Background: an optimization exercise with open tools, aiming at small area. Do not read the settings as production practice.
Only simulation tests tie the RTL to the original design; equivalence was not proved.
Power is estimated from default activity; no workload was simulated.

Setup of job 9832:
==> flow/design.v (excerpt) <==
module SPI #(parameter spi_count = 32, parameter clk_count = 5, parameter pi_count = 256) (clk_in, reset, s_d_tx, cs_tx, clk_tx, s_d_rx, cs_rx, clk_rx, rx_data, debug_rx_state, debug_error, debug_rx_done, debug_rx_counter, debug_tx_done, debug_tx_state, debug_tx_counter, debug_divided_clk);
input reset, clk_in;
output s_d_tx, cs_tx, clk_tx;
input s_d_rx, cs_rx, clk_rx;
output [spi_count-1:0] rx_data;
output [2:0] debug_rx_state;
output [2:0] debug_tx_state;
output debug_error;
output debug_rx_done;
output debug_tx_done;
output [spi_count-1:0] debug_rx_counter;
output [spi_count-1:0] debug_tx_counter;
output debug_divided_clk;
wire clkout, tick, error, tx_done;
wire [1:0] tx_state;
wire [5:0] i, j;
assign debug_tx_state = {1'b0, tx_state};
assign debug_tx_counter = {26'd0, i};
assign debug_rx_counter = {26'd0, j};
assign debug_divided_clk = clkout;
assign debug_error = error;
assign debug_tx_done = tx_done;
clk_divider clk_divider_inst (.clk_in(clk_in), .reset(reset), .clk_out(clkout), .fall_tick(tick));
SPI_trans_piso SPI_trans_piso (.clk_in(clk_in), .reset(reset), .tick(tick), .clkout(clkout), .error(error),
    .so(s_d_tx), .cs(cs_tx), .shift_done(tx_done), .clk(clk_tx), .state(tx_state), .i(i));
SIPO SIPO (.clk_in(clk_in), .clk(clk_rx), .reset(reset), .latch_r(cs_rx), .si(s_d_rx), .trans_done(tx_done),
    .po(rx_data), .shift_done_r(debug_rx_done), .state_r(debug_rx_state), .error_r(error), .j(j));
endmodule
Size: roughly 360 cells after synthesis, about 100 flip-flops, roughly 110 I/O pins, about 3800 µm² of cells after synthesis.
==> flow/config.mk <==
export PLATFORM = sky130hd
export DESIGN_NAME = SPI
export DESIGN_NICKNAME = SPI
export VERILOG_FILES = /design/flow/design.v
export SDC_FILE = /design/flow/constraint.sdc
export NUM_CORES = 4
export LEC_CHECK = 0
export CAP_MARGIN = 20
export CORE_MARGIN = 2
export CORE_UTILIZATION = 40
export PLACE_DENSITY = 0.6
export SLEW_MARGIN = 20
==> flow/constraint.sdc <==
create_clock -name core_clock -period 8.0 [get_ports {clk_in}]
set_input_delay 1.6000 -clock core_clock [delete_from_list [all_inputs] [get_ports {clk_in}]]
set_output_delay 1.6000 -clock core_clock [all_outputs]
set_load 0.01 [all_outputs]
standard.sh (not shown) runs the stock make flow with config.mk's settings and CLKGATE_MAP_FILE= SYNTH_SCRIPT=/design/flow/synth_recipe.tcl, a recipe that flattens the netlist after the stock synthesis.
==> flow/flow/run.sh <==
#!/bin/bash
# The standard layout (standard.sh), with these changes:
#  - synthesis: the same script (synth_recipe.tcl), but ABC maps the logic with
#    an area-oriented script (flow/abc_area.script) and Yosys's half/full adder
#    extraction is skipped, so ABC maps adders together with the other logic.
#    Registers are untouched: they are mapped before ABC runs.
#  - one shared tie cell for the constant-0 outputs (no per-load tie cloning),
#  - port buffers use the smallest buffer, sky130_fd_sc_hd__buf_1,
#  - CTS inserts no dummy loads and uses small clock buffers.
set -euo pipefail
W=$(pwd)
cat > my_synth.tcl <<EOT
proc abc {args} {
  set i [lsearch -exact \$args -script]
  if {\$i >= 0} { set args [lreplace \$args [expr {\$i+1}] [expr {\$i+1}] $W/flow/abc_area.script] }
  yosys abc {*}\$args
}
proc extract_fa {args} { }
source $W/synth_recipe.tcl
EOT
sed "s|SYNTH_SCRIPT=[^ ]*|SYNTH_SCRIPT=$W/my_synth.tcl|" standard.sh > my_standard.sh
export SKIP_REPAIR_TIE_FANOUT=1
export BUFFER_PORTS_ARGS="-buffer_cell sky130_fd_sc_hd__buf_1"
export CTS_ARGS="-sink_clustering_enable -repair_clock_nets -dont_use_dummy_load -root_buf sky130_fd_sc_hd__clkbuf_8 -buf_list sky130_fd_sc_hd__clkbuf_4"
bash my_standard.sh > standard.log 2>&1
==> flow/flow/abc_area.script <==
&get -n
&st
&dch
&nf -R 1000
&put
mfs3 -ae
Job 9832 completed end to end with timing, DRC and antenna clean.
Edits applied to the flow inputs when going from job 9832 to job 9533:
diff --git a/flow/config.mk b/flow/config.mk
--- a/flow/config.mk
+++ b/flow/config.mk
@@ -8,5 +8,5 @@
 export CAP_MARGIN = 20
 export CORE_MARGIN = 2
-export CORE_UTILIZATION = 40
-export PLACE_DENSITY = 0.6
+export CORE_UTILIZATION = 65
+export PLACE_DENSITY = 0.85
 export SLEW_MARGIN = 20
Notes after the runs:
Job 9533 went all the way through synthesis, placement and routing and the layout is clean on timing, DRC and antenna. Compared with job 9832, job 9533 shows setup slack lower by 0.010 ns. Summary of job 9533 over job 9832: final standard cell area without fillers saw a decrease, routed wire length shrank by 2.1%. Share of the clock period used by the worst path after layout delta (job 9533 -> job 9832): insignificant. Job 9533 against job 9832: switching power moved down; netlist area before placement about even. Job 9533 vs job 9832 on first-iteration DRC count: job 9533 is the higher one. Clock network fraction of total power of job 9832 is on par with job 9533. On total power, job 9533 and job 9832 are basically level. Relative to job 9832, sequential share of layout area increased by 0.67 points in job 9533.
--- input diff job 9533..job 5248 ---
==> flow/config.mk <==
export PLATFORM = sky130hd
export DESIGN_NAME = SPI
export DESIGN_NICKNAME = SPI
export VERILOG_FILES = /design/flow/design.v
export SDC_FILE = /design/flow/constraint.sdc
export NUM_CORES = 4
export LEC_CHECK = 0
export CAP_MARGIN = 0
export CORE_MARGIN = 2
export CORE_UTILIZATION = 40
export GPL_TIMING_DRIVEN = 0
export PLACE_DENSITY = 0.6
export SLEW_MARGIN = 0
==> results.txt <==
Sequential area share after synthesis: job 9533 vs job 5248, no meaningful difference
Summary: with job 9533 as the reference, worst voltage drop across the vdd grid in job 5248 moved down by more than a quarter.
Job 5248 vs job 9533, initial core utilization went down by 27 points.
Area of all sequential standard cells delta (job 5248 -> job 9533): insignificant
Global-route total usage across every layer in job 5248 vs job 9533: down 8.0 points
Looking only at cell area after layout, and setting everything else aside, the lower value of job 5248 and job 9533 goes to job 9533.
#### Input delta (job 1207 over job 5248)
diff --git a/flow/flow/run.sh b/flow/flow/run.sh
--- a/flow/flow/run.sh
+++ b/flow/flow/run.sh
@@ -22,4 +22,4 @@
 export SKIP_REPAIR_TIE_FANOUT=1
 export BUFFER_PORTS_ARGS="-buffer_cell sky130_fd_sc_hd__buf_1"
-export CTS_ARGS="-sink_clustering_enable -repair_clock_nets -dont_use_dummy_load -root_buf sky130_fd_sc_hd__clkbuf_8 -buf_list sky130_fd_sc_hd__clkbuf_4"
+export CTS_ARGS="-sink_clustering_enable -dont_use_dummy_load -root_buf sky130_fd_sc_hd__clkbuf_8 -buf_list sky130_fd_sc_hd__clkbuf_8 -sink_clustering_size 30 -sink_clustering_max_diameter 150"
 bash my_standard.sh > standard.log 2>&1
diff --git a/flow/config.mk b/flow/config.mk
--- a/flow/config.mk
+++ b/flow/config.mk
@@ -6,8 +6,7 @@
 export NUM_CORES = 4
 export LEC_CHECK = 0
-export CAP_MARGIN = 0
+export CAP_MARGIN = 20
 export CORE_MARGIN = 2
 export CORE_UTILIZATION = 40
-export GPL_TIMING_DRIVEN = 0
 export PLACE_DENSITY = 0.6
-export SLEW_MARGIN = 0
+export SLEW_MARGIN = 20
Results
- For power per cell area, dividing the value from job 5248 by the value from job 1207 gives 0.921.
- From job 5248 to job 1207 the numbers moved as follows: power fell about 3%; count of sequential standard cells did not really move; final cell utilization of the core now smaller.
- Job 1207 finished every step from synthesis to the final layout, and the layout passed the timing, design-rule and antenna checks.
- Job 5248: done, clean on timing, DRC and antenna
- Job 1207 against job 5248: switching share of total power increased by 0.39 points relative to the old numbers, hold violation total from the final report has remained practically unchanged, worst hold margin now sits lower.

-- port drivers added, routing unchanged --
The flow's constraints put no driver on any port. The routed layouts listed below were extracted and timed again, unchanged, in two steps.
Step 1: set_driving_cell puts a clkbuf_16 on clk_in and a buf_2 on each other input, an assumption about the parent block.
Step 2 moves the port delays by t, midway between the first and last clock arrival at a register: inputs arrive t later, outputs are due t later. That takes back most of the time a late clock gives input paths.
Slacks: ideal ports / drivers / drivers and shift; pairs: ideal ports / drivers.
run	shift t [ns]	setup WS [ns]	worst setup path after step 2	worst register clock-pin slew, ns	pins driven straight from the clock port
job 9832	0.375	4.558 / 4.527 / 4.881	input to register	0.11 / 0.11	1
job 9533	0.375	4.548 / 4.518 / 4.862	input to register	0.10 / 0.10	1
job 5248	0.365	4.523 / 4.492 / 4.731	input to register	0.10 / 0.10	1
job 1207	0.375	4.558 / 4.527 / 4.881	input to register	0.11 / 0.11	1
After both steps every run listed still meets setup and hold.
